This design comes from an exercise in tuning for small area and a short achievable clock period on the open sky130 flow, not from production work.
No functional check of the RTL was part of any run shown here.
Power figures rest on the tool's default switching activity, not on a simulated workload.

## flow/area.abc

```
strash
ifraig
scorr
dc2
strash
&get -n
&dch -f
&nf -R 1000
&put
```

## design.v

```verilog
`timescale 1ns / 1ps
module lab4_2(
  input [1:0] mode,
  input [2:0] n_gasoline_pumps,
  input [2:0] n_diesel_pumps,
  input [3:0] fuel_amount,
  input fuel_type,
  input CLK,
  input rst,
  output [0:5] pump_status,
  output is_gasoline_queue_not_full,
  output is_diesel_queue_not_full,
  output [3:0] n_cars_in_gasoline_queue,
  output [3:0] n_cars_in_diesel_queue,
  output [7:0] total_gasoline_needed,
  output [7:0] total_diesel_needed,
  output reg invalid_gasoline_car,
  output reg invalid_diesel_car,
  output reg invalid_setup_params
);
reg [2:0] g;             
reg [2:0] s;             
reg [5:0] gas, dsl;      
always @* begin : roles
  integer i;
  for (i = 0; i < 6; i = i + 1) begin
    gas[i] = (g > i);
    dsl[i] = (s > i) & ~(g > i);
  end
end
reg [5:0] st;            
reg [2:0] rem [0:5];     
wire [3:0] cg, cd;       
wire [7:0] tg, td;       
integer j;
wire set_up = (s != 3'd0);
wire g_none = (g == 3'd0);    
wire d_none = (s == g);
wire [5:0] inuse = gas | dsl;
assign n_cars_in_gasoline_queue = cg | {4{g_none}};
assign n_cars_in_diesel_queue   = cd | {4{d_none}};
assign total_gasoline_needed    = tg | {8{g_none}};
assign total_diesel_needed      = td | {8{d_none}};
assign is_gasoline_queue_not_full = ~g_none & ~cg[3];
assign is_diesel_queue_not_full   = ~d_none & ~cd[3];
genvar gj;
generate for (gj = 0; gj < 6; gj = gj + 1) begin : ps
  assign pump_status[gj] = st[gj];
end endgenerate
wire proc = ~mode[1];    
wire amt_ok = fuel_amount[3] ? (fuel_amount[2:0] == 3'd0) : (fuel_amount[2:0] != 3'd0);
wire [2:0] amt = fuel_amount[2:0];
wire vg0 = mode[0] & ~fuel_type & amt_ok & ~g_none;
wire vd0 = mode[0] &  fuel_type & amt_ok & ~d_none;
wire [5:0] busy = ~st & inuse;
wire [3:0] setup_sum = {1'b0, n_gasoline_pumps} + {1'b0, n_diesel_pumps};
wire valid_setup = (setup_sum != 4'd0) && (setup_sum <= 4'd6);
wire do_setup = mode[1] & valid_setup;
reg [5:0] gas_new, use_new;
always @* begin
  for (j = 0; j < 6; j = j + 1) begin
    gas_new[j] = (n_gasoline_pumps > j);
    use_new[j] = (setup_sum > j);
  end
end
wire [5:0] tq_g, tq_d, tn_g, tn_d;
wire [17:0] hg, hd;
wire acc_g, acc_d;
lab4_2_fuel fuel_g (
  .CLK(CLK), .proc(proc), .clear(do_setup), .take_m(st & gas),
  .busy_m(~st & gas), .v(vg0), .amount(fuel_amount),
  .tq(tq_g), .tn(tn_g), .h(hg), .acc(acc_g), .cnt(cg), .total(tg));
lab4_2_fuel fuel_d (
  .CLK(CLK), .proc(proc), .clear(do_setup), .take_m(st & dsl),
  .busy_m(~st & dsl), .v(vd0), .amount(fuel_amount),
  .tq(tq_d), .tn(tn_d), .h(hd), .acc(acc_d), .cnt(cd), .total(td));
always @(posedge CLK) begin
  if (rst) begin
    g <= 0;
    s <= 0;
    invalid_gasoline_car <= 0;
    invalid_diesel_car <= 0;
    invalid_setup_params <= 0;
  end else if (mode[1]) begin
    invalid_gasoline_car <= 0;
    invalid_diesel_car <= 0;
    invalid_setup_params <= ~valid_setup;
    if (valid_setup) begin
      g <= n_gasoline_pumps;
      s <= setup_sum[2:0];
    end
  end else begin
    if (set_up) begin
      if (!mode[0]) invalid_setup_params <= 0;
      invalid_gasoline_car <= mode[0] & ~fuel_type & ~acc_g;
      invalid_diesel_car   <= mode[0] &  fuel_type & ~acc_d;
    end else if (mode[0]) begin
      invalid_gasoline_car <= 0;
      invalid_diesel_car <= 0;
    end
  end
end
reg [5:0] st_run;
reg [2:0] rem_run [0:5];
always @* begin
  for (j = 0; j < 6; j = j + 1) begin
    if (busy[j]) begin
      st_run[j] = (rem[j] == 3'd1);
      rem_run[j] = rem[j] - {2'b0, proc};    
    end else begin
      st_run[j] = st[j] & ~(tq_g[j] | tq_d[j] | tn_g[j] | tn_d[j]);
      rem_run[j] = tq_g[j] ? hg[3*j +: 3] : tq_d[j] ? hd[3*j +: 3] : amt;
    end
  end
end
always @(posedge CLK) begin
  if (rst) st <= 6'd0;
  else if (proc) st <= st_run;
  else if (do_setup) st <= use_new;
  for (j = 0; j < 6; j = j + 1)
    rem[j] <= rem_run[j];      
end
endmodule
module lab4_2_fuel (
  input CLK,
  input proc,                
  input clear,               
  input [5:0] take_m,        
  input [5:0] busy_m,        
  input v,                   
  input [3:0] amount,
  output reg [5:0] tq,       
  output reg [5:0] tn,       
  output reg [17:0] h,       
  output acc,                
  output reg [3:0] cnt,
  output [7:0] total
);
reg [2:0] q [0:7];
reg [6:0] tot;           
assign total = {1'b0, tot};
integer j, k;
reg [5:0] t;
reg [2:0] l [0:5];
reg [6:0] seen;
always @* begin
  for (k = 0; k < 6; k = k + 1) begin
    t[k] = (cnt > k);
    l[k] = q[k];
  end
  seen[0] = 1'b0;
  for (j = 0; j < 6; j = j + 1) begin
    tq[j] = take_m[j] & t[0];
    h[3*j +: 3] = l[0];
    seen[j + 1] = seen[j] | (take_m[j] & ~t[0]);
    if (take_m[j]) begin
      t = {1'b0, t[5:1]};
      for (k = 0; k < 5; k = k + 1) l[k] = l[k + 1];
    end
  end
end
wire none_left = seen[6];    
always @* begin
  for (j = 0; j < 6; j = j + 1) tn[j] = take_m[j] & ~tq[j] & ~seen[j] & v;
end
wire [2:0] n = {2'b0, take_m[0]} + take_m[1] + take_m[2] + take_m[3] + take_m[4] + take_m[5];
wire full = cnt[3] & (take_m == 6'd0);
assign acc = v & ~full;
wire enq = acc & ~none_left;
wire [3:0] left = cnt - n;      
wire [3:0] left1 = left + 4'd1;
reg [2:0] a [0:7];
reg [2:0] b [0:7];
reg [2:0] c [0:7];
always @* begin
  for (k = 0; k < 8; k = k + 1) a[k] = (proc && n[0] && k < 7) ? q[k + 1] : q[k];
  for (k = 0; k < 8; k = k + 1) b[k] = (proc && n[1] && k < 6) ? a[k + 2] : a[k];
  for (k = 0; k < 8; k = k + 1) c[k] = (proc && n[2] && k < 4) ? b[k + 4] : b[k];
end
wire [2:0] nb = {2'b0, busy_m[0]} + busy_m[1] + busy_m[2] + busy_m[3] + busy_m[4] + busy_m[5];
wire [3:0] p = {1'b0, tot[2:0]} - {1'b0, nb};             
wire [4:0] sw = {p[3], p} + {2'b0, amount[2:0]};            
wire [3:0] thi = tot[6:3];
wire [3:0] thi_m1 = thi - 4'd1;
wire [3:0] thi_p1 = thi + 4'd1;
wire up_w = (sw[4:3] == 2'b01) | ((sw[4:3] == 2'b00) & amount[3]);
wire dn_w = (sw[4:3] == 2'b11) & ~amount[3];
wire [6:0] with_car = {up_w ? thi_p1 : dn_w ? thi_m1 : thi, sw[2:0]};
wire [6:0] base = {p[3] ? thi_m1 : thi, p[2:0]};
always @(posedge CLK)
  for (k = 0; k < 8; k = k + 1)
    q[k] <= (proc && (none_left || k >= left)) ? amount[2:0] : c[k];
always @(posedge CLK) begin
  if (proc) begin
    cnt <= enq ? (none_left ? 4'd1 : left1) : (none_left ? 4'd0 : left);
    tot <= acc ? with_car : base;
  end else if (clear) begin
    cnt <= 4'd0;
    tot <= 7'd0;
  end
end
endmodule
```

## flow/run.sh

```bash
#!/bin/bash
# Own layout flow: the standard flow (standard.sh), with three changes:
#  - synthesis maps with an area-oriented ABC script (flow/area.abc) instead
#    of ORFS's speed script; everything else in synthesis is the standard flow's
#    synth_recipe.tcl unchanged (same registers, names and cell types);
#  - Yosys's full-adder extraction is left out (ADDER_MAP_FILE empty), so ABC
#    maps the adders along with the rest of the logic;
#  - ports are buffered with buf_2 cells, and timing repair may resize
#    cells across footprints (MATCH_CELL_FOOTPRINT 0);
#  - the timing repair steps aim for a setup slack margin (SETUP_MARGIN) so
#    that the critical paths get sized up after the area-oriented mapping.
# Each tool's full output goes to a log file in this folder.
set -euo pipefail
here=$(pwd)
SETUP_MARGIN=${SETUP_MARGIN:-8.5}
{
  echo "proc abc {args} {"
  echo "  set i [lsearch -exact \$args -script]"
  echo "  if {\$i >= 0} { set args [lreplace \$args [expr {\$i + 1}] [expr {\$i + 1}] $here/flow/area.abc] }"
  echo "  yosys abc {*}\$args"
  echo "}"
  cat synth_recipe.tcl
} > own_synth.tcl
bash standard.sh SYNTH_SCRIPT=$here/own_synth.tcl ADDER_MAP_FILE= SETUP_SLACK_MARGIN=$SETUP_MARGIN MATCH_CELL_FOOTPRINT=0 "BUFFER_PORTS_ARGS=-inputs -outputs -buffer_cell sky130_fd_sc_hd__buf_2" finish > flow_make.log 2>&1
```

## standard.sh

```bash
#!/bin/bash
# synth_recipe.tcl (not shown) runs the flow's synth.tcl, then flattens the netlist and writes it again
# the make line also repeats each setting of config.mk as NAME=value (left out here)
make -C /OpenROAD-flow-scripts/flow DESIGN_CONFIG=/design/flow/config.mk WORK_HOME=/design/flow/orfs CLKGATE_MAP_FILE= SYNTH_SCRIPT=/design/flow/synth_recipe.tcl "${@:-finish}"
```

## constraint.sdc

```tcl
create_clock -name core_clock -period 13.0 [get_ports {CLK}]
set_input_delay 2.6000 -clock core_clock [delete_from_list [all_inputs] [get_ports {CLK}]]
set_output_delay 2.6000 -clock core_clock [all_outputs]
set_load 0.01 [all_outputs]
```

## config.mk

```make
export PLATFORM = sky130hd
export DESIGN_NAME = lab4_2
export DESIGN_NICKNAME = lab4_2
export VERILOG_FILES = /design/flow/design.v
export SDC_FILE = /design/flow/constraint.sdc
export NUM_CORES = 4
export LEC_CHECK = 0
export CAP_MARGIN = 20
export CORE_MARGIN = 2
export CORE_UTILIZATION = 55
export CTS_BUF_LIST = sky130_fd_sc_hd__clkbuf_8 sky130_fd_sc_hd__clkbuf_16
export CTS_CLUSTER_DIAMETER = 40
export SLEW_MARGIN = 20
```

==> qor.yml, run 1 <==
synth.area.top_cells: "dfxtp_1, edfxtp_1, mux2i_1"
worst_slack_ns: 8.54
cts_tree: "done"
vias_per_cell: 6.26
timing.setup.tns_ns: 0
netlist.area_leader.share_pct: 15.5
maxSlewViolCount: 0
status: "no timing/DRC/antenna violations"
clkPwrFrac_pct: 16.6
synth_common_cells: "nor2_1, nand2_1, o21ai_0"
area_growth_syn_to_layout_pct: 20.1
dieArea_um2: 15800
multi_input_area_um2: 5980
ios: 50
finish.utilization_pct: 67.4
dr.pass1.iters: 5
p_sw_w: 0.000733
rsz0062_at_grt: "true"
routed_wl_mm: 26.0
regArea_um2: 2480
synth.distinct_cells: 47
overflow: 0
slowest_delay_ns: 0.47
fin_skew_ns: 0.0100
ys_async_sr_fraction_pct: 0
finalPower_w: 0.00167
cap_viol_max_count: 0
worstSetupPathType: "register to output pin"
globalplace.congestion: 0.976
cellPowerDensity_nw_per_um2: 172
r2r_slack_ns: 8.65
p_sw_share_pct: 43.8
crit_path_max_fanout: 14
clk_pin_slew_ns: 0.08
grt_usage_pct: 31.9
worst_setup_path_start_kind: "register"
ant_nets: 0
num_rows: 44
drt-initial-drc-count: 804
cts_sinks: 103
cts_htree_levels: 3
grt_pass1_vias: 7601
syn-num-nets: 1073
grt_max_degree: 46
cellLeakagePower_nw: 3.58
avgRoutedWirePerCell_um: 19.1
syn_area_um2: 8120
yosysMostFrequentCell: "nor2_1"
die_w_um: 126
worstPathRequired_ns: 10.40
die_y_um: 126
comb_power_share_pct: 49.7
hold_viol: 0
fmax_ghz: 0.224
nFillCells: 1284
slowest_stage: "dfxtp_2"
antenna_found_initial: 0
synthCells: 1058
holdWs_ns: 0.460
synthFlopType: "dfxtp_1"
internal_power_w: 0.000941
via_count: 8491
synth_top_area_cell: "dfxtp_1"
root_buffer: "clkbuf_16"
worst_slew_pin_slew_ns: 0.768
nets: 1183
slew_headroom_pct: 48.4
antenna-diode-count: 0
yosysSeqAreaShare_pct: 30.3
core_um2: 14500
ys_ff_latch: 103
period_needed_ns: 4.46
drive_gt1_share_pct: 16.7
synth_edf_count: 40
setup_violations: 0
initial_core_util_pct: 56.1
dp_worst_setup_slack_ns: 7.26
cts_made_buffers: 9
hp-class: "register to register"
yosys_warnings: 9
grt_pass1_wl_mm: 40.4
dpl.hpwl_mm: 18.5
syn_avg_cell_area_um2: 7.68
finalCritPeriodShare_pct: 34.3
cts_buffer_depth: 2
ir_drop_mv: 0.0991
io_buffer_count: 49
p_seq_share_pct: 33.7
clk_latency_ns: 0.37
holdBufCountCts: 0
cp_cell_sequence: "o22ai_1, a221oi_2, o211ai_1, buf_4, nand2b_1, clkinv_1, buf_2"
drc: 0
cp-end-kind: "output pin"
critPathArrivalTime_ns: 1.86
[per-stage QoR]
step	cell area, um^2	std cells
floorplan	8160	1058
global placement	8680	1297
detailed placement	8680	1297
CTS	9330	1327
global route	9760	1357
finish	9760	1357
[cell type report]
| cell class | count | area share, % |
|---|---|---|
| flip-flops and latches | 103 | 25.4 |
| clock buffers | 9 | 2.31 |
| repair buffers | 101 | 6.82 |
| multi-input cells | 930 | 61.3 |
| well taps | 184 | 2.36 |
| inverters | 23 | 1.08 |
| clock inverters | 7 | 0.693 |
[power by group through the flow]
stage                     Clock [W]  Sequential (W)  Combinational [W]
after global placement            0        0.000562           0.000713
after global routing       0.000289        0.000576           0.000917
after detailed placement          0        0.000563           0.000717
after floorplan                   0        0.000525           0.000558
after CTS                  0.000280        0.000558           0.000761
final                      0.000277        0.000564           0.000833
[final timing paths]
check / from / cells past startpoint / end
min: invalid_diesel_car$_SDFFE_PP0P_ / 2 / invalid_diesel_car$_SDFFE_PP0P_
min reg2reg: invalid_diesel_car$_SDFFE_PP0P_ / 2 / invalid_diesel_car$_SDFFE_PP0P_
max reg2reg: st[1]$_SDFFE_PP0P_ / 16 / fuel_g.q[0][1]$_DFFE_PP_
max: s[2]$_SDFFE_PP0P_ / 7 / is_diesel_queue_not_full
[placed cells by master (no fill, tap or decap), types with 7 or more instances in the layout]
cell,synthesis,final
nor3_1,33,28
nor2_1,172,157
a211oi_1,34,34
buf_4,2,50
nor2_2,0,7
mux2i_1,88,88
o22ai_1,10,10
a31oi_1,15,12
nand2b_1,30,29
a21oi_1,97,93
o21ai_0,102,93
edfxtp_1,40,40
nor2_4,0,8
xnor2_1,50,39
nor2b_1,9,8
maj3_1,12,10
a22oi_1,11,11
nand3_1,17,15
nand2_1,126,119
xnor2_2,0,10
xor2_1,26,25
clkbuf_16,0,9
clkinv_1,23,16
dfxtp_1,63,54
buf_2,0,47
a221oi_1,10,9
mux2_1,14,14
[critical path, delay by kind of cell, from the launching register on]
family,cells,cell delay [ns]
and+or+nand+nor,1,0.10
DFF,1,0.47
AOI/OAI and AO/OA,3,0.52
buffers and inverters,3,0.40
[timing repair]
item | in CTS | in global routing
setup buffers | 14 | 30
setup endpoints to repair | 113 | 92
pin swaps | 6 | 16
resized for setup | 62 | 48
[flip-flops by register name, summed over array words and instances, names as in the netlist]
register,cells
fuel_d.q,24
invalid_setup_params,1
rem,18
fuel_g.q,24
invalid_diesel_car,1
fuel_d.cnt,4
st,6
fuel_g.cnt,4
s,3
fuel_d.tot,7
g,3
invalid_gasoline_car,1
fuel_g.tot,7
[layer usage]
metal  GRT usage (%)  up-vias  share of wire [%]
li1                -     4115                  -
met1            43.7     3976                 45
met2            51.6      346                 46
met3            5.99       54                6.7
met4            9.48        0                2.6
met5               0        -                  0
[cells by family (layout without fill, tap and decap cells)]
| family | count (synthesis) | in the layout | synth area share, % |
|---|---|---|---|
| adders and majority gates | 12 | 12 | 1.48 |
| muxes | 102 | 102 | 12.8 |
| and+or+nand+nor | 425 | 425 | 23.0 |
| xor gates and xnor gates | 76 | 76 | 8.19 |
| buffers and inverters | 25 | 140 | 1.25 |
| AOI/OAI and AO/OA | 315 | 315 | 23.0 |
| DFF | 103 | 103 | 30.3 |
==> run 2, diff against run 1 <==
--- a/design.v
+++ b/design.v
@@ -18,24 +18,15 @@
   output reg invalid_diesel_car,
   output reg invalid_setup_params
 );
-reg [2:0] g;             
-reg [2:0] s;             
-reg [5:0] gas, dsl;      
-always @* begin : roles
-  integer i;
-  for (i = 0; i < 6; i = i + 1) begin
-    gas[i] = (g > i);
-    dsl[i] = (s > i) & ~(g > i);
-  end
-end
+reg [5:0] gas;           
+reg [5:0] dsl;           
+reg g_none, d_none;      
 reg [5:0] st;            
 reg [2:0] rem [0:5];     
 wire [3:0] cg, cd;       
 wire [7:0] tg, td;       
 integer j;
-wire set_up = (s != 3'd0);
-wire g_none = (g == 3'd0);    
-wire d_none = (s == g);
+wire set_up = gas[0] | dsl[0];
 wire [5:0] inuse = gas | dsl;
 assign n_cars_in_gasoline_queue = cg | {4{g_none}};
 assign n_cars_in_diesel_queue   = cd | {4{d_none}};
@@ -63,21 +54,23 @@
     use_new[j] = (setup_sum > j);
   end
 end
-wire [5:0] tq_g, tq_d, tn_g, tn_d;
+wire [5:0] tq_g, tq_d, cand_g, cand_d;
 wire [17:0] hg, hd;
 wire acc_g, acc_d;
 lab4_2_fuel fuel_g (
   .CLK(CLK), .proc(proc), .clear(do_setup), .take_m(st & gas),
   .busy_m(~st & gas), .v(vg0), .amount(fuel_amount),
-  .tq(tq_g), .tn(tn_g), .h(hg), .acc(acc_g), .cnt(cg), .total(tg));
+  .tq(tq_g), .cand(cand_g), .h(hg), .acc(acc_g), .cnt(cg), .total(tg));
 lab4_2_fuel fuel_d (
   .CLK(CLK), .proc(proc), .clear(do_setup), .take_m(st & dsl),
   .busy_m(~st & dsl), .v(vd0), .amount(fuel_amount),
-  .tq(tq_d), .tn(tn_d), .h(hd), .acc(acc_d), .cnt(cd), .total(td));
+  .tq(tq_d), .cand(cand_d), .h(hd), .acc(acc_d), .cnt(cd), .total(td));
 always @(posedge CLK) begin
   if (rst) begin
-    g <= 0;
-    s <= 0;
+    gas <= 0;
+    dsl <= 0;
+    g_none <= 1;
+    d_none <= 1;
     invalid_gasoline_car <= 0;
     invalid_diesel_car <= 0;
     invalid_setup_params <= 0;
@@ -86,8 +79,10 @@
     invalid_diesel_car <= 0;
     invalid_setup_params <= ~valid_setup;
     if (valid_setup) begin
-      g <= n_gasoline_pumps;
-      s <= setup_sum[2:0];
+      gas <= gas_new;
+      dsl <= use_new & ~gas_new;
+      g_none <= (n_gasoline_pumps == 3'd0);
+      d_none <= (n_diesel_pumps == 3'd0);
     end
   end else begin
     if (set_up) begin
@@ -100,23 +95,21 @@
     end
   end
 end
-reg [5:0] st_run;
+reg [5:0] fin;
 reg [2:0] rem_run [0:5];
 always @* begin
   for (j = 0; j < 6; j = j + 1) begin
-    if (busy[j]) begin
-      st_run[j] = (rem[j] == 3'd1);
-      rem_run[j] = rem[j] - {2'b0, proc};    
-    end else begin
-      st_run[j] = st[j] & ~(tq_g[j] | tq_d[j] | tn_g[j] | tn_d[j]);
-      rem_run[j] = tq_g[j] ? hg[3*j +: 3] : tq_d[j] ? hd[3*j +: 3] : amt;
-    end
-  end
-end
+    fin[j] = (rem[j] == 3'd1);
+    if (busy[j]) rem_run[j] = rem[j] - {2'b0, proc};    
+    else rem_run[j] = tq_g[j] ? hg[3*j +: 3] : tq_d[j] ? hd[3*j +: 3] : amt;
+  end
+end
+wire [5:0] st_next;
+lab4_2_st_sel st_sel (.rst(rst), .proc(proc), .do_setup(do_setup), .use_new(use_new),
+  .st(st), .busy(busy), .fin(fin), .tq(tq_g | tq_d), .cand_g(cand_g), .cand_d(cand_d),
+  .vg(vg0), .vd(vd0), .st_next(st_next));
 always @(posedge CLK) begin
-  if (rst) st <= 6'd0;
-  else if (proc) st <= st_run;
-  else if (do_setup) st <= use_new;
+  st <= st_next;
   for (j = 0; j < 6; j = j + 1)
     rem[j] <= rem_run[j];      
 end
@@ -130,7 +123,7 @@
   input v,                   
   input [3:0] amount,
   output reg [5:0] tq,       
-  output reg [5:0] tn,       
+  output reg [5:0] cand,     
   output reg [17:0] h,       
   output acc,                
   output reg [3:0] cnt,
@@ -161,12 +154,10 @@
 end
 wire none_left = seen[6];    
 always @* begin
-  for (j = 0; j < 6; j = j + 1) tn[j] = take_m[j] & ~tq[j] & ~seen[j] & v;
+  for (j = 0; j < 6; j = j + 1) cand[j] = take_m[j] & ~tq[j] & ~seen[j];
 end
 wire [2:0] n = {2'b0, take_m[0]} + take_m[1] + take_m[2] + take_m[3] + take_m[4] + take_m[5];
 wire full = cnt[3] & (take_m == 6'd0);
-assign acc = v & ~full;
-wire enq = acc & ~none_left;
 wire [3:0] left = cnt - n;      
 wire [3:0] left1 = left + 4'd1;
 reg [2:0] a [0:7];
@@ -190,13 +181,43 @@
 always @(posedge CLK)
   for (k = 0; k < 8; k = k + 1)
     q[k] <= (proc && (none_left || k >= left)) ? amount[2:0] : c[k];
+wire [3:0] cnt_next;
+wire [6:0] tot_next;
+lab4_2_fuel_sel fsel (.proc(proc), .clear(clear), .v(v), .full(full),
+  .none_left(none_left), .cnt(cnt), .cnt_a(none_left ? 4'd0 : left),
+  .cnt_b(none_left ? 4'd1 : left1), .tot(tot), .base(base), .with_car(with_car),
+  .acc(acc), .cnt_next(cnt_next), .tot_next(tot_next));
 always @(posedge CLK) begin
-  if (proc) begin
-    cnt <= enq ? (none_left ? 4'd1 : left1) : (none_left ? 4'd0 : left);
-    tot <= acc ? with_car : base;
-  end else if (clear) begin
-    cnt <= 4'd0;
-    tot <= 7'd0;
-  end
-end
-endmodule
+  cnt <= cnt_next;
+  tot <= tot_next;
+end
+endmodule
+module lab4_2_st_sel (
+  input rst, proc, do_setup,
+  input [5:0] use_new, st, busy, fin, tq, cand_g, cand_d,
+  input vg, vd,
+  output reg [5:0] st_next
+);
+integer j;
+always @* begin
+  for (j = 0; j < 6; j = j + 1) begin
+    if (rst) st_next[j] = 1'b0;
+    else if (proc) st_next[j] = busy[j] ? fin[j] : st[j] & ~(tq[j] | (cand_g[j] & vg) | (cand_d[j] & vd));
+    else if (do_setup) st_next[j] = use_new[j];
+    else st_next[j] = st[j];
+  end
+end
+endmodule
+module lab4_2_fuel_sel (
+  input proc, clear, v, full, none_left,
+  input [3:0] cnt, cnt_a, cnt_b,
+  input [6:0] tot, base, with_car,
+  output acc,
+  output [3:0] cnt_next,
+  output [6:0] tot_next
+);
+assign acc = v & ~full;
+wire enq = acc & ~none_left;
+assign cnt_next = proc ? (enq ? cnt_b : cnt_a) : clear ? 4'd0 : cnt;
+assign tot_next = proc ? (acc ? with_car : base) : clear ? 7'd0 : tot;
+endmodule
--- a/config.mk
+++ b/config.mk
@@ -11,3 +11,4 @@
 export CTS_BUF_LIST = sky130_fd_sc_hd__clkbuf_8 sky130_fd_sc_hd__clkbuf_16
 export CTS_CLUSTER_DIAMETER = 40
 export SLEW_MARGIN = 20
+export SYNTH_HIERARCHICAL = 1
==> qor.yml, run 2 <==
cap_viol_max_count: 0
setup_violations: 0
grt_max_degree: 36
grt_pass1_wl_mm: 39.1
syn-num-nets: 1226
syn_area_um2: 8870
grt_pass1_vias: 7837
initial_core_util_pct: 56.0
avgRoutedWirePerCell_um: 16.3
synth_top_area_cell: "dfxtp_1"
cp-end-kind: "register"
critPathArrivalTime_ns: 4.66
vias_per_cell: 5.82
worstPathRequired_ns: 13.25
antenna_found_initial: 0
area_growth_syn_to_layout_pct: 15.1
fmax_ghz: 0.227
io_buffer_count: 49
finish.utilization_pct: 64.5
synth.area.top_cells: "dfxtp_1, o21ai_0, mux2i_1"
drive_gt1_share_pct: 11.0
layout_commonest_cell: "nor2_1"
nets: 1315
worst_slew_pin_slew_ns: 1.00
hold_path_end: "dsl[4]$_SDFFE_PP0P_"
reg.largest.list: "fuel_d.q x24, fuel_g.q x24, rem x18"
synth_common_cells: "nor2_1, nand2_1, o21ai_0"
dieArea_um2: 17200
hp-start: "dsl[4]$_SDFFE_PP0P_"
cts_buffer_depth: 2
via_count: 8850
ys_async_sr_fraction_pct: 0
globalplace.congestion: 0.889
rr_endpoint: "fuel_d.tot[6]$_DFF_P_"
yosysSeqAreaShare_pct: 27.1
ir_drop_mv: 0.112
reg2reg_from: "dsl[2]$_SDFFE_PP0P_"
synth.distinct_cells: 41
crit_path_max_fanout: 21
timing.setup.tns_ns: 0
cellLeakagePower_nw: 3.92
status: "no timing/DRC/antenna violations"
dr.pass1.iters: 5
ant_nets: 0
fin_skew_ns: 0.0142
syn_avg_cell_area_um2: 7.32
hold_depth: 2
yosysMostFrequentCell: "nor2_1"
cts_tree: "done"
yosys_warnings: 16
dp_worst_setup_slack_ns: 7.60
r2r_slack_ns: 8.82
clk_pin_slew_ns: 0.08
worst_slack_ns: 8.59
drt-initial-drc-count: 583
cts_htree_levels: 3
cts_sinks: 111
drc: 0
hp-class: "register to register"
rsz0062_at_grt: "true"
antenna-diode-count: 0
period_needed_ns: 4.41
maxSlewViolCount: 0
worst_setup_path_start_kind: "primary input"
holdBufCountCts: 0
root_buffer: "clkbuf_16"
netlist.area_leader.share_pct: 21.0
hold_viol: 0
layout_common_cells: "nor2_1, nand2_1, o21ai_0"
cellPowerDensity_nw_per_um2: 193
synth_edf_count: 18
core_um2: 15800
grt_usage_pct: 28.9
worstSetupPathType: "primary input to register"
finalCritPeriodShare_pct: 33.9
clk_latency_ns: 0.37
ios: 50
worstRegToRegCells: 21
dpl.hpwl_mm: 17.7
die_w_um: 131
cts_made_buffers: 9
die_y_um: 131
ys_ff_latch: 111
num_rows: 46
overflow: 0
slew_headroom_pct: 32.8
synthCells: 1211
synthFlopType: "dfxtp_1"
routed_wl_mm: 24.8
[run 2: changes by cell type after synthesis, sizes merged, moves of 21 or more]
| cell | before | now |
|---|---|---|
| nor2b | 9 | 41 |
| dfxtp | 63 | 93 |
| a21oi | 97 | 126 |
| o21ai | 102 | 131 |
| or2 | 7 | 36 |
| clkinv | 23 | 49 |
| mux2i | 88 | 64 |
| edfxtp | 40 | 18 |
| and2 | 4 | 25 |
[run 2: metrics by stage]
stage / instances / cell area (um^2) / hold slack [ns] / power, W
after floorplan: 1211 / 8880 / 0.432 / 0.00137
after global placement: 1484 / 9460 / 0.476 / 0.00158
after detailed placement: 1484 / 9460 / 0.485 / 0.00159
after CTS: 1509 / 9940 / 0.495 / 0.00193
after global routing: 1521 / 10200 / 0.538 / 0.00214
final: 1521 / 10200 / 0.495 / 0.00197
[run 2: cells by family (layout without fill, tap and decap cells)]
logic type / Yosys count / after routing / share of synthesized area [%]
other: 2 / 2 / 0.0847
multiplexers: 96 / 96 / 11.3
XOR/XNOR: 87 / 87 / 8.59
buffers and inverters: 51 / 145 / 2.24
AO/OA/AOI/OAI: 347 / 347 / 22.4
adder cells (fa/ha/maj): 18 / 18 / 2.03
flip-flops: 111 / 111 / 27.1
AND/OR/NAND/NOR: 499 / 499 / 26.3
[run 2: repair_timing]
action | in CTS | in global routing
pin swaps | 3 | 4
cloned | 1 | 1
hold endpoints to repair | 0 | 0
endpoints found under the setup margin | 74 | 69
setup buffers | 8 | 11
resized for setup | 30 | 42
[run 2: area by class of cell]
type	instances	area (um^2)
clock inverter	7	103
sequential	111	2400
timing repair inverter	1	7.51
timing repair buffer	79	517
fill	1490	5620
multi-input combinational	1049	6480
inverter	49	199
clock buffer	9	225
tap	216	270
[run 2: where the power goes]
group / switching (W) / internal (W)
combinational: 0.000600 / 0.000451
clock: 0.000146 / 0.000172
sequential: 0.000131 / 0.000470
total: 0.000877 / 0.00109
[run 2: critical path, stage by stage]
cell      delay, ns
buf_4          0.21
clkinv_1       0.14
nor2_1         0.08
maj3_1         0.41
a21boi_1       0.21
nand2_1        0.13
nor2_2         0.19
mux2_1         0.33
nand2_1        0.06
o21ai_0        0.08
nor2_1         0.11
o21ai_0        0.09
[run 2: per-module statistics from Yosys (local to each module, per instance)]
| module | cell area, um^2 | copies in the design | cells inside |
|---|---|---|---|
| lab4_2 | 2320 | 1 | 301 |
| lab4_2_st_sel | 263 | 1 | 42 |
| lab4_2_fuel | 2930 | 2 | 385 |
| lab4_2_fuel_sel | 216 | 2 | 49 |
[run 2: how the worst max path moves through the flow]
stage                     cells after the start                        to           startpoint
after floorplan                              11     fuel_d.cnt[0]$_DFF_P_  n_gasoline_pumps[0]
after global placement                        9  fuel_d.q[1][2]$_DFFE_PP_              mode[1]
after detailed placement                      9  fuel_d.q[1][2]$_DFFE_PP_              mode[1]
after CTS                                    10     fuel_d.cnt[2]$_DFF_P_       fuel_amount[1]
after global routing                         12     fuel_g.tot[6]$_DFF_P_       fuel_amount[0]
final                                        12     fuel_d.tot[6]$_DFF_P_       fuel_amount[0]
[run 2: per-layer routing]
layer | part of all wire [%] | vias up | global-route usage [%]
met5 | 0 | - | 0
met4 | 2.1 | 0 | 8.95
met3 | 6.0 | 34 | 4.40
met2 | 43 | 259 | 44.6
met1 | 49 | 4090 | 41.7
li1 | - | 4467 | -
==> run 3, diff against run 2 <==
--- a/design.v
+++ b/design.v
@@ -164,9 +164,9 @@
 reg [2:0] b [0:7];
 reg [2:0] c [0:7];
 always @* begin
-  for (k = 0; k < 8; k = k + 1) a[k] = (proc && n[0] && k < 7) ? q[k + 1] : q[k];
-  for (k = 0; k < 8; k = k + 1) b[k] = (proc && n[1] && k < 6) ? a[k + 2] : a[k];
-  for (k = 0; k < 8; k = k + 1) c[k] = (proc && n[2] && k < 4) ? b[k + 4] : b[k];
+  for (k = 0; k < 8; k = k + 1) a[k] = (n[0] && k < 7) ? q[k + 1] : q[k];
+  for (k = 0; k < 8; k = k + 1) b[k] = (n[1] && k < 6) ? a[k + 2] : a[k];
+  for (k = 0; k < 8; k = k + 1) c[k] = (n[2] && k < 4) ? b[k + 4] : b[k];
 end
 wire [2:0] nb = {2'b0, busy_m[0]} + busy_m[1] + busy_m[2] + busy_m[3] + busy_m[4] + busy_m[5];
 wire [3:0] p = {1'b0, tot[2:0]} - {1'b0, nb};             
@@ -178,9 +178,12 @@
 wire dn_w = (sw[4:3] == 2'b11) & ~amount[3];
 wire [6:0] with_car = {up_w ? thi_p1 : dn_w ? thi_m1 : thi, sw[2:0]};
 wire [6:0] base = {p[3] ? thi_m1 : thi, p[2:0]};
-always @(posedge CLK)
-  for (k = 0; k < 8; k = k + 1)
-    q[k] <= (proc && (none_left || k >= left)) ? amount[2:0] : c[k];
+always @(posedge CLK) begin
+  if (proc) begin
+    for (k = 0; k < 8; k = k + 1)
+      q[k] <= (none_left || k >= left) ? amount[2:0] : c[k];
+  end
+end
 wire [3:0] cnt_next;
 wire [6:0] tot_next;
 lab4_2_fuel_sel fsel (.proc(proc), .clear(clear), .v(v), .full(full),
--- a/config.mk
+++ b/config.mk
@@ -8,7 +8,7 @@
 export CAP_MARGIN = 20
 export CORE_MARGIN = 2
 export CORE_UTILIZATION = 55
-export CTS_BUF_LIST = sky130_fd_sc_hd__clkbuf_8 sky130_fd_sc_hd__clkbuf_16
-export CTS_CLUSTER_DIAMETER = 40
+export CTS_BUF_LIST = sky130_fd_sc_hd__clkbuf_8
+export CTS_CLUSTER_SIZE = 10
 export SLEW_MARGIN = 20
 export SYNTH_HIERARCHICAL = 1
==> qor.yml, run 3 <==
cap_viol_max_count: 0
cts_made_buffers: 9
comb_power_share_pct: 57.2
p_seq_share_pct: 32.1
drt-initial-drc-count: 598
grt_use_met2_pct: 44.7
netlist.area_leader.share_pct: 15.8
p_sw_share_pct: 46.1
cts_sinks: 111
ant_nets: 0
layout_common_cells: "nor2_1, nand2_1, o21ai_0"
core_um2: 16400
worst_slew_pin_slew_ns: 0.874
area_growth_syn_to_layout_pct: 14.7
syn_area_um2: 9120
synth_xor_area_share_pct: 8.36
cts_tree: "done"
cts_buffer_depth: 2
grt_pass1_wl_mm: 42.3
routed_wl_mm: 26.8
reg2reg_from: "gas[2]$_SDFFE_PP0P_"
period_needed_ns: 4.42
grt_max_degree: 43
synth_fa_ha_area_share_pct: 1.98
globalplace.congestion: 0.862
synth_top_area_cell: "edfxtp_1"
top_usage_layer: "met1"
dp_worst_setup_slack_ns: 7.47
cts_htree_levels: 3
overflow: 0
clk_pin_slew_ns: 0.11
hold_viol: 0
nets: 1294
critPathArrivalTime_ns: 4.70
initial_core_util_pct: 55.6
synthMuxAreaShare_pct: 10.5
worst_setup_path_start_kind: "primary input"
dr.pass1.iters: 6
ios: 50
synthCells: 1191
yosysMostFrequentCell: "nor2_1"
ys_async_sr_fraction_pct: 0
worstPathRequired_ns: 13.29
antenna-diode-count: 0
cp-end-kind: "register"
grt_util_met1_pct: 45.3
cellPowerDensity_nw_per_um2: 177
syn_avg_cell_area_um2: 7.66
yosysSeqAreaShare_pct: 29.6
synth_edf_count: 48
startpoint: "fuel_amount[0]"
antenna_found_initial: 0
syn-num-nets: 1206
ir_drop_mv: 0.103
clkPwrFrac_pct: 10.6
worstSetupEndpoint: "fuel_g.tot[5]$_DFF_P_"
cp_cell_sequence: "buf_4, nor2b_1, maj3_1, a21boi_2, nand2_1, nand2_1, o21ai_1, or3_1, o311a_1, nor2_1, o21ai_0"
clk_latency_ns: 0.40
synthSimpleGateAreaFrac_pct: 26.1
fmax_ghz: 0.226
rr_endpoint: "fuel_g.tot[5]$_DFF_P_"
status: "no timing/DRC/antenna violations"
drc: 0
yosys_warnings: 16
root_buffer: "clkbuf_8"
holdBufCountCts: 0
synth.distinct_cells: 43
die_w_um: 133
dp.cells: 1462
internal_power_w: 0.00100
ys_ff_latch: 111
worstRegToRegCells: 21
synth_top_family_by_area: "simple AND/OR/NAND/NOR gates"
rsz0062_at_grt: "true"
fin_skew_ns: 0.0166
cellLeakagePower_nw: 3.84
synth.area.top_cells: "edfxtp_1, dfxtp_1, mux2i_1"
die_y_um: 133
timing.setup.tns_ns: 0
gr-usage-met3_pct: 3.26
synth-compound-area-share_pct: 21.4
finalCritPeriodShare_pct: 34.0
worst_slack_ns: 8.58
dieArea_um2: 17600
io_buffer_count: 49
maxSlewViolCount: 0
num_rows: 47
avgRoutedWirePerCell_um: 17.8
slowest_delay_ns: 0.42
reg.largest.list: "fuel_d.q x24, fuel_g.q x24, rem x18"
r2r_slack_ns: 8.78
setup_violations: 0
crit_path_max_fanout: 27
p_sw_w: 0.000855
worstSetupPathType: "primary input to register"
slew_headroom_pct: 41.4
layout_commonest_cell: "nor2_1"
vias_per_cell: 5.98
fin_cells: 1504
hp-class: "register to register"
grt_usage_pct: 29.9
synth_common_cells: "nor2_1, nand2_1, o21ai_0"
drive_gt1_share_pct: 13.2
synthFlopType: "dfxtp_1"
path_common_cell: "nand2_1"
nFillCells: 1542
via_count: 8987
slowest_stage: "maj3_1"
dpl.hpwl_mm: 18.4
grt_pass1_vias: 8091
[run 3: cell count changes after synthesis, sizes merged, moves of 6 or more]
cell    delta
a21oi     -16
o21a       +6
o211ai    -12
nor2       -8
nor2b     +12
a221oi    +10
edfxtp    +30
dfxtp     -30
[run 3: worst min-delay path by stage]
stage	start	to	slack, ns	cells after the start
after floorplan	dsl[3]$_SDFFE_PP0P_	dsl[3]$_SDFFE_PP0P_	0.43	2
after global placement	dsl[4]$_SDFFE_PP0P_	dsl[4]$_SDFFE_PP0P_	0.46	2
after detailed placement	dsl[4]$_SDFFE_PP0P_	dsl[4]$_SDFFE_PP0P_	0.47	2
after CTS	invalid_setup_params$_SDFFE_PP0P_	invalid_setup_params$_SDFFE_PP0P_	0.49	2
after global routing	invalid_setup_params$_SDFFE_PP0P_	invalid_setup_params$_SDFFE_PP0P_	0.51	2
final	invalid_setup_params$_SDFFE_PP0P_	invalid_setup_params$_SDFFE_PP0P_	0.49	2
[run 3: Yosys stat by module, one instance, submodules excluded]
module           flip-flops and latches  cells
lab4_2_st_sel                         0     42
lab4_2_fuel                          35    375
lab4_2                               41    301
lab4_2_fuel_sel                       0     49
[run 3: area by class of cell]
cell class / count / area (um^2) / share of cell area [%]
Multi-Input combinational cell: 1037 / 6670 / 63.8
Sequential cell: 111 / 2720 / 26.0
Timing Repair Buffer: 73 / 433 / 4.14
Tap cell: 220 / 275 / 2.63
Inverter: 45 / 191 / 1.83
Clock buffer: 9 / 124 / 1.18
Clock inverter: 7 / 36.3 / 0.347
Timing Repair inverter: 2 / 12.5 / 0.120
[run 3: routing by layer]
metal  vias to the layer above  wire length, um  share of wire, %
met5                         -                0                 0
met4                         0              524               2.0
met3                        37             1760               6.6
met2                       309            11500                43
met1                      4215            12900                48
li1                       4426                -                 -
[run 3: worst max-delay path: cells and delay by family]
family | cells | cell delay, ns
and+or+nand+nor | 5 | 0.87
adders and majority gates | 1 | 0.42
buffers and inverters | 1 | 0.23
AOI/OAI and AO/OA | 4 | 0.56
[run 3: what timing repair did]
action                     CTS  global route
hold endpoints to repair     0             0
cloned                       5             1
gates resized for setup     50            59
pin swaps                   11             8
setup buffers               10            10
setup endpoints to repair   93            89
[run 3: power groups by stage]
stage          Clock, W  Sequential, W  Combinational [W]
3_3_place_gp          0       0.000598           0.000970
3_5_place_dp          0       0.000598           0.000982
6_report       0.000197       0.000597            0.00106
4_1_cts        0.000198       0.000592            0.00102
2_1_floorplan         0       0.000560           0.000798
5_1_grt        0.000209       0.000611            0.00119
[run 3: logic make-up (layout without fill, tap and decap cells)]
family	count (synthesis)	count (layout)
and+or+nand+nor	503	507
buffers and inverters	47	136
muxes	92	92
xor gates and xnor gates	87	87
adders and majority gates	18	18
DFF	111	111
AOI/OAI and AO/OA	331	331
other	2	2
[run 3: per-stage QoR]
step | util [%] | power, W | area (um^2) | hold WS [ns]
2_1_floorplan | - | 0.00136 | 9190 | 0.431
3_3_place_gp | 59.2 | 0.00157 | 9720 | 0.460
3_5_place_dp | 59.2 | 0.00158 | 9720 | 0.471
4_1_cts | 62.0 | 0.00181 | 10200 | 0.493
5_1_grt | 63.8 | 0.00201 | 10500 | 0.509
6_report | 63.8 | 0.00186 | 10500 | 0.492
==> run 4, diff against run 3 <==
--- a/design.v
+++ b/design.v
@@ -164,31 +164,25 @@
 reg [2:0] b [0:7];
 reg [2:0] c [0:7];
 always @* begin
-  for (k = 0; k < 8; k = k + 1) a[k] = (n[0] && k < 7) ? q[k + 1] : q[k];
-  for (k = 0; k < 8; k = k + 1) b[k] = (n[1] && k < 6) ? a[k + 2] : a[k];
-  for (k = 0; k < 8; k = k + 1) c[k] = (n[2] && k < 4) ? b[k + 4] : b[k];
+  for (k = 0; k < 8; k = k + 1) a[k] = (proc && n[0] && k < 7) ? q[k + 1] : q[k];
+  for (k = 0; k < 8; k = k + 1) b[k] = (proc && n[1] && k < 6) ? a[k + 2] : a[k];
+  for (k = 0; k < 8; k = k + 1) c[k] = (proc && n[2] && k < 4) ? b[k + 4] : b[k];
 end
 wire [2:0] nb = {2'b0, busy_m[0]} + busy_m[1] + busy_m[2] + busy_m[3] + busy_m[4] + busy_m[5];
 wire [3:0] p = {1'b0, tot[2:0]} - {1'b0, nb};             
-wire [4:0] sw = {p[3], p} + {2'b0, amount[2:0]};            
 wire [3:0] thi = tot[6:3];
 wire [3:0] thi_m1 = thi - 4'd1;
 wire [3:0] thi_p1 = thi + 4'd1;
-wire up_w = (sw[4:3] == 2'b01) | ((sw[4:3] == 2'b00) & amount[3]);
-wire dn_w = (sw[4:3] == 2'b11) & ~amount[3];
-wire [6:0] with_car = {up_w ? thi_p1 : dn_w ? thi_m1 : thi, sw[2:0]};
 wire [6:0] base = {p[3] ? thi_m1 : thi, p[2:0]};
-always @(posedge CLK) begin
-  if (proc) begin
-    for (k = 0; k < 8; k = k + 1)
-      q[k] <= (none_left || k >= left) ? amount[2:0] : c[k];
-  end
-end
+always @(posedge CLK)
+  for (k = 0; k < 8; k = k + 1)
+    q[k] <= (proc && (none_left || k >= left)) ? amount[2:0] : c[k];
 wire [3:0] cnt_next;
 wire [6:0] tot_next;
 lab4_2_fuel_sel fsel (.proc(proc), .clear(clear), .v(v), .full(full),
   .none_left(none_left), .cnt(cnt), .cnt_a(none_left ? 4'd0 : left),
-  .cnt_b(none_left ? 4'd1 : left1), .tot(tot), .base(base), .with_car(with_car),
+  .cnt_b(none_left ? 4'd1 : left1), .tot(tot), .base(base), .p(p), .amount(amount),
+  .thi(thi), .thi_m1(thi_m1), .thi_p1(thi_p1),
   .acc(acc), .cnt_next(cnt_next), .tot_next(tot_next));
 always @(posedge CLK) begin
   cnt <= cnt_next;
@@ -214,7 +208,8 @@
 module lab4_2_fuel_sel (
   input proc, clear, v, full, none_left,
   input [3:0] cnt, cnt_a, cnt_b,
-  input [6:0] tot, base, with_car,
+  input [6:0] tot, base,
+  input [3:0] p, amount, thi, thi_m1, thi_p1,
   output acc,
   output [3:0] cnt_next,
   output [6:0] tot_next
@@ -222,5 +217,9 @@
 assign acc = v & ~full;
 wire enq = acc & ~none_left;
 assign cnt_next = proc ? (enq ? cnt_b : cnt_a) : clear ? 4'd0 : cnt;
+wire [4:0] sw = {p[3], p} + {2'b0, amount[2:0]};            
+wire up_w = (sw[4:3] == 2'b01) | ((sw[4:3] == 2'b00) & amount[3]);
+wire dn_w = (sw[4:3] == 2'b11) & ~amount[3];
+wire [6:0] with_car = {up_w ? thi_p1 : dn_w ? thi_m1 : thi, sw[2:0]};
 assign tot_next = proc ? (acc ? with_car : base) : clear ? 7'd0 : tot;
 endmodule
--- a/flow/run.sh
+++ b/flow/run.sh
@@ -1,7 +1,8 @@
 #!/bin/bash
 # Own layout flow: the standard flow (standard.sh), with three changes:
-#  - synthesis maps with an area-oriented ABC script (flow/area.abc) instead
-#    of ORFS's speed script; everything else in synthesis is the standard flow's
+#  - synthesis maps the two small next-state selection modules (whose
+#    inputs arrive late) with ORFS's speed script and the rest with an
+#    area-oriented ABC script (flow/area.abc); everything else in synthesis is the standard flow's
 #    synth_recipe.tcl unchanged (same registers, names and cell types);
 #  - Yosys's full-adder extraction is left out (ADDER_MAP_FILE empty), so ABC
 #    maps the adders along with the rest of the logic;
@@ -15,6 +16,7 @@
 SETUP_MARGIN=${SETUP_MARGIN:-8.5}
 {
   echo "proc abc {args} {"
+  echo "  yosys abc {*}\$args lab4_2_st_sel lab4_2_fuel_sel"
   echo "  set i [lsearch -exact \$args -script]"
   echo "  if {\$i >= 0} { set args [lreplace \$args [expr {\$i + 1}] [expr {\$i + 1}] $here/flow/area.abc] }"
   echo "  yosys abc {*}\$args"
--- a/config.mk
+++ b/config.mk
@@ -8,7 +8,7 @@
 export CAP_MARGIN = 20
 export CORE_MARGIN = 2
 export CORE_UTILIZATION = 55
-export CTS_BUF_LIST = sky130_fd_sc_hd__clkbuf_8
-export CTS_CLUSTER_SIZE = 10
+export CTS_BUF_LIST = sky130_fd_sc_hd__clkbuf_8 sky130_fd_sc_hd__clkbuf_16
+export CTS_CLUSTER_DIAMETER = 40
 export SLEW_MARGIN = 20
 export SYNTH_HIERARCHICAL = 1
==> qor.yml, run 4 <==
rsz0062_at_grt: "true"
clk_latency_ns: 0.37
num_rows: 47
cellPowerDensity_nw_per_um2: 204
syn-num-nets: 1282
finalPower_w: 0.00219
syn_avg_cell_area_um2: 7.43
cp-end-kind: "register"
place_area_um2: 9940
dieArea_um2: 18200
ios: 50
path_common_cell: "nand2_1"
ys_ff_latch: 111
fin_skew_ns: 0.0116
worst_slew_pin_slew_ns: 0.834
synth_common_cells: "nand2_1, nor2_1, o21ai_0"
routed_wl_mm: 26.6
ys_async_sr_fraction_pct: 0
grt_pass1_vias: 8450
holdBufCountCts: 0
synthCells: 1267
vias_per_cell: 5.96
syn_area_um2: 9410
cellLeakagePower_nw: 4.09
yosys_warnings: 16
maxSlewViolCount: 0
synth_xor_area_share_pct: 8.10
antenna-diode-count: 0
drt-initial-drc-count: 707
setup_violations: 0
final_area_um2: 10700
status: "no timing/DRC/antenna violations"
holdWs_ns: 0.490
reg.largest.list: "fuel_d.q x24, fuel_g.q x24, rem x18"
drive_gt1_share_pct: 12.2
synth_fa_ha_area_share_pct: 1.49
io_buffer_count: 49
overflow: 0
synth_top_family_by_area: "simple AND/OR/NAND/NOR gates"
synthFlopType: "dfxtp_1"
layout_commonest_cell: "nand2_1"
initial_core_util_pct: 56.5
r2r_slack_ns: 8.79
finalCritPeriodShare_pct: 33.8
synth.distinct_cells: 57
synth-compound-area-share_pct: 24.2
dpl.hpwl_mm: 18.6
die_w_um: 135
grt_max_degree: 32
ir_drop_mv: 0.114
cts_tree: "done"
cts_htree_levels: 3
drc: 0
cts_made_buffers: 9
cap_viol_max_count: 0
clk_pin_slew_ns: 0.08
regArea_um2: 2400
cts_sinks: 111
cp_cell_sequence: "buf_2, nand2_1, o21ai_0, nor3_2, clkinv_1, nand2_1, o21a_1, nand3_4, clkinvlp_4, buf_4, nor2b_1, a211oi_2, a311oi_1"
slowest_delay_ns: 0.29
layout_common_cells: "nand2_1, nor2_1, o21ai_0"
synth.area.top_cells: "dfxtp_1, mux2i_1, o21ai_0"
critPathArrivalTime_ns: 4.64
slowest_stage: "a311oi_1"
fin_cells: 1577
synth_top_area_cell: "dfxtp_1"
netlist.area_leader.share_pct: 19.8
multi_input_area_um2: 6940
via_count: 9400
root_buffer: "clkbuf_16"
core_um2: 16600
dp.cells: 1533
synthSimpleGateAreaFrac_pct: 25.7
antenna_found_initial: 0
timing.setup.tns_ns: 0
ant_nets: 0
worstPathRequired_ns: 13.25
yosysMostFrequentCell: "nand2_1"
worstSetupPathType: "primary input to register"
avgRoutedWirePerCell_um: 16.9
slew_headroom_pct: 44.0
worst_setup_path_start_kind: "primary input"
cts_buffer_depth: 2
globalplace.congestion: 0.856
dr.pass1.iters: 8
period_needed_ns: 4.39
grt_pass1_wl_mm: 41.9
synth_edf_count: 18
yosysSeqAreaShare_pct: 25.5
nFillCells: 1560
grt_usage_pct: 28.5
fmax_ghz: 0.228
die_y_um: 135
area_growth_syn_to_layout_pct: 13.9
synthMuxAreaShare_pct: 11.9
hold_viol: 0
nets: 1367
crit_path_max_fanout: 11
hp-class: "register to register"
-- run 4: layer usage --
layer	share of wire (%)	vias to the layer above	GRT usage, %
li1	-	4725	-
met1	48	4383	40.5
met2	44	264	45.5
met3	6.4	28	3.98
met4	1.7	0	7.49
met5	0	-	0
-- run 4: layout make-up --
type	count	share of cell area, %
timing repair inverter	1	0.0700
clock inverter	7	0.735
tap	220	2.57
multi-input combinational	1089	64.7
timing repair buffer	83	5.18
inverter	57	2.17
clock buffer	9	2.10
sequential	111	22.4
-- run 4: logic make-up after synthesis --
kind of cell,Yosys count
compound gates,369
xor+xnor,87
fa+ha+maj,14
buf+inv,69
flops,111
mux,108
other cells,2
simple gates,507
-- run 4: power by group --
part	switching [W]	internal (W)
combinational	0.000740	0.000561
clock	0.000142	0.000152
sequential	0.000125	0.000471
-- run 4: path summary, 6_finish.rpt --
path                                     startpoint                           endpoint  cells past startpoint
setup / recovery                n_gasoline_pumps[0]                      st[0]$_DFF_P_                     13
hold / removal    invalid_setup_params$_SDFFE_PP0P_  invalid_setup_params$_SDFFE_PP0P_                      2
setup reg to reg                gas[0]$_SDFFE_PP0P_           fuel_g.q[1][2]$_DFFE_PP_                     17
hold reg to reg   invalid_setup_params$_SDFFE_PP0P_  invalid_setup_params$_SDFFE_PP0P_                      2
-- run 4: worst max-delay path: cells and delay by family --
kind / cells / cell delay (ns)
simple gates: 5 / 0.61
buf+inv: 4 / 0.57
compound gates: 4 / 0.84
-- run 4: what timing repair did --
item / 4_1_cts / 5_1_grt
buffers inserted: 14 / 10
endpoints found under the setup margin: 95 / 66
gates resized for setup: 35 / 39
pin swaps: 3 / 7
cloned: 1 / 3
-- run 4: stage by stage --
stage / setup WS (ns) / utilization (%)
3_3_place_gp: 7.37 / 59.7
5_1_grt: 8.49 / 64.4
4_1_cts: 8.49 / 62.8
6_report: 8.61 / 64.4
2_1_floorplan: 8.51 / -
3_5_place_dp: 7.27 / 59.7
-- run 4: modules after synthesis (local to each module, per instance) --
module           cell area, um^2  cells  flip-flops and latches
lab4_2_fuel_sel              628     97                       0
lab4_2_fuel                 2770    364                      35
lab4_2                      2320    301                      41
lab4_2_st_sel                300     44                       0
==> run 5, diff against run 4 <==
--- a/flow/run.sh
+++ b/flow/run.sh
@@ -13,7 +13,7 @@
 # Each tool's full output goes to a log file in this folder.
 set -euo pipefail
 here=$(pwd)
-SETUP_MARGIN=${SETUP_MARGIN:-8.5}
+SETUP_MARGIN=${SETUP_MARGIN:-9.1}
 {
   echo "proc abc {args} {"
   echo "  yosys abc {*}\$args lab4_2_st_sel lab4_2_fuel_sel"
==> qor.yml, run 5 <==
finish.utilization_pct: 75.6
yosysMostFrequentCell: "nand2_1"
die_w_um: 135
hp-class: "register to register"
grt_max_degree: 32
worst_slew_pin_slew_ns: 0.827
hold_viol: 0
holdBufCountCts: 0
grt_pass1_wl_mm: 48.1
die_y_um: 135
globalplace.congestion: 0.875
root_buffer: "clkbuf_16"
drive_gt1_share_pct: 27.9
drt-initial-drc-count: 856
clk_pin_slew_ns: 0.08
overflow: 0
ys_ff_latch: 111
cap_viol_max_count: 0
hold_depth: 2
via_count: 10396
maxSlewViolCount: 0
io_buffer_count: 49
core_um2: 16600
ys_async_sr_fraction_pct: 0
grt_pass1_vias: 9102
synth.distinct_cells: 57
grt_usage_pct: 33.6
worstPathRequired_ns: 13.27
synth_top_area_cell: "dfxtp_1"
clk_latency_ns: 0.37
cellLeakagePower_nw: 4.76
routed_wl_mm: 33.0
status: "no timing/DRC/antenna violations"
r2r_slack_ns: 8.91
dr.pass1.iters: 8
syn_avg_cell_area_um2: 7.43
cellPowerDensity_nw_per_um2: 197
synth_edf_count: 18
fin_skew_ns: 0.00690
hp-start: "gas[4]$_SDFFE_PP0P_"
reg.largest.list: "fuel_d.q x24, fuel_g.q x24, rem x18"
cp-end-kind: "register"
synthCells: 1267
netlist.area_leader.share_pct: 19.8
critPathArrivalTime_ns: 4.44
worst_slack_ns: 8.83
worstRegToRegCells: 16
yosys_warnings: 16
ios: 50
slew_headroom_pct: 44.7
layout_commonest_cell: "nand2_1"
synthFlopType: "dfxtp_1"
cts_sinks: 111
initial_core_util_pct: 56.5
crit_path_max_fanout: 4
dpl.hpwl_mm: 18.9
timing.setup.tns_ns: 0
cts_buffer_depth: 2
reg2reg_from: "dsl[1]$_SDFFE_PP0P_"
rsz0062_at_grt: "true"
layout_common_cells: "nand2_1, nor2_1, a21oi_1"
period_needed_ns: 4.17
cts_tree: "done"
avgRoutedWirePerCell_um: 19.8
yosysSeqAreaShare_pct: 25.5
nets: 1457
finalCritPeriodShare_pct: 32.1
cts_made_buffers: 9
rr_endpoint: "fuel_d.tot[5]$_DFF_P_"
area_growth_syn_to_layout_pct: 33.8
drc: 0
num_rows: 47
ant_nets: 0
setup_violations: 0
worst_setup_path_start_kind: "primary input"
synth.area.top_cells: "dfxtp_1, mux2i_1, o21ai_0"
dp_worst_setup_slack_ns: 7.35
dieArea_um2: 18200
syn-num-nets: 1282
fmax_ghz: 0.240
synth_common_cells: "nand2_1, nor2_1, o21ai_0"
syn_area_um2: 9410
antenna_found_initial: 0
worstSetupPathType: "primary input to register"
antenna-diode-count: 0
vias_per_cell: 6.24
ir_drop_mv: 0.142
hold_path_end: "gas[4]$_SDFFE_PP0P_"
cts_htree_levels: 3
==> run 5: cell counts after synthesis <==
Identical to the previous run, type by type.
==> run 5: routing by layer <==
metal  vias to the layer above  share of wire, %  GRT usage, %
met3                        91               8.6          6.23
met1                      4912                41          45.5
met5                         -                 0             0
met2                       496                46          53.6
met4                         0               3.6          11.8
li1                       4897                 -             -
==> run 5: per-module statistics from Yosys, one instance, submodules excluded <==
| module | copies in the design | flip-flops and latches |
|---|---|---|
| lab4_2_st_sel | 1 | 0 |
| lab4_2_fuel | 2 | 35 |
| lab4_2_fuel_sel | 2 | 0 |
| lab4_2 | 1 | 41 |
==> run 5: cell type report <==
type / instances / area (um^2)
clock inverter: 7 / 76.3
tap: 220 / 275
multi-input combinational: 1094 / 7880
sequential: 111 / 2430
timing repair inverter: 4 / 30.0
fill: 1231 / 4060
timing repair buffer: 165 / 1450
clock buffer: 9 / 225
inverter: 57 / 229
==> run 5: cell families (layout without fill, tap and decap cells) <==
group                    Yosys count  after routing  synth area share (%)
flip-flops                       111            111                  25.5
multiplexers                     108            108                  11.9
adder cells (fa/ha/maj)           14             14                  1.49
buffers and inverters             69            242                  2.98
other                              2              2                0.0798
XOR/XNOR                          87             87                  8.10
AO/OA/AOI/OAI                    369            369                  24.2
AND/OR/NAND/NOR                  507            514                  25.7
==> run 5: what timing repair did <==
item | in CTS | in global routing
pin swaps | 60 | 51
buffers inserted | 72 | 33
endpoints found under the setup margin | 124 | 96
gates cloned | 14 | 1
gates resized for setup | 195 | 119
==> run 5: worst max path at each step <==
stage                         from                       end  slack [ns]
6_report         n_diesel_pumps[1]       dsl[4]$_SDFFE_PP0P_        8.83
5_1_grt        dsl[1]$_SDFFE_PP0P_     fuel_d.tot[5]$_DFF_P_        8.73
4_1_cts              st[3]$_DFF_P_    fuel_g.q[6][1]$_DFF_P_        8.94
3_5_place_dp               mode[1]  fuel_d.q[1][2]$_DFFE_PP_        7.35
3_3_place_gp               mode[1]  fuel_d.q[1][2]$_DFFE_PP_        7.43
2_1_floorplan  n_gasoline_pumps[1]     fuel_d.tot[5]$_DFF_P_        8.77
==> run 5: critical path: stages <==
cell and delay (ns):
buf_12 0.11, xor2_4 0.18, xnor2_2 0.25, nor2_1 0.12, nand2_2 0.13, nand3_4 0.13
buf_4 0.17, a21oi_4 0.14, a21boi_4 0.22, nand2_1 0.10, o21ai_0 0.28
==> run 5: power breakdown <==
| group | leakage (nW) | switching, W | internal, W | total, W |
|---|---|---|---|---|
| sequential | 0.952 | 0.000160 | 0.000471 | 0.000631 |
| clock | 0.145 | 0.000149 | 0.000152 | 0.000301 |
| combinational | 3.66 | 0.000862 | 0.000690 | 0.00155 |
==> run 5: through the flow <==
step	instances	power, W	instance area, um^2	hold slack (ns)
after floorplan	1267	0.00161	9600	0.431
after global placement	1531	0.00187	10100	0.477
after detailed placement	1531	0.00189	10100	0.471
after CTS	1633	0.00232	11800	0.485
after global routing	1667	0.00264	12600	0.539
final	1667	0.00248	12600	0.502

==> what the ideal ports hide <==
In the flow no input, the clock included, has a driving cell. The finished layouts below were timed again as built, in two steps.
Step 1 assumes that a clkbuf_16 drives the clock port and a buf_2 every other input.
Step 2 adds t to the input delays and takes it off the output delays; t is the mean of the earliest and latest rising clock arrival at the registers after step 1. Input paths then give back, and output paths get back, about the clock's delay inside the block.
Three values: ideal ports, drivers, drivers and shift; two values: the first two.
run | t (ns) | setup slack, ns | clock arrival spread, ns
run 1 | 0.403 | 8.544 / 8.502 / 8.189 | 0.010 / 0.011
run 2 | 0.411 | 8.588 / 8.604 / 8.193 | 0.014 / 0.014
run 3 | 0.434 | 8.583 / 8.600 / 8.166 | 0.016 / 0.016
run 4 | 0.408 | 8.612 / 8.632 / 8.224 | 0.011 / 0.011
run 5 | 0.417 | 8.825 / 8.822 / 8.405 | 0.007 / 0.007
After both steps setup and hold are still met in every run listed. The setup slack of run 5, which loses most, moves by -0.003 ns with the drivers and by -0.420 ns with both steps.
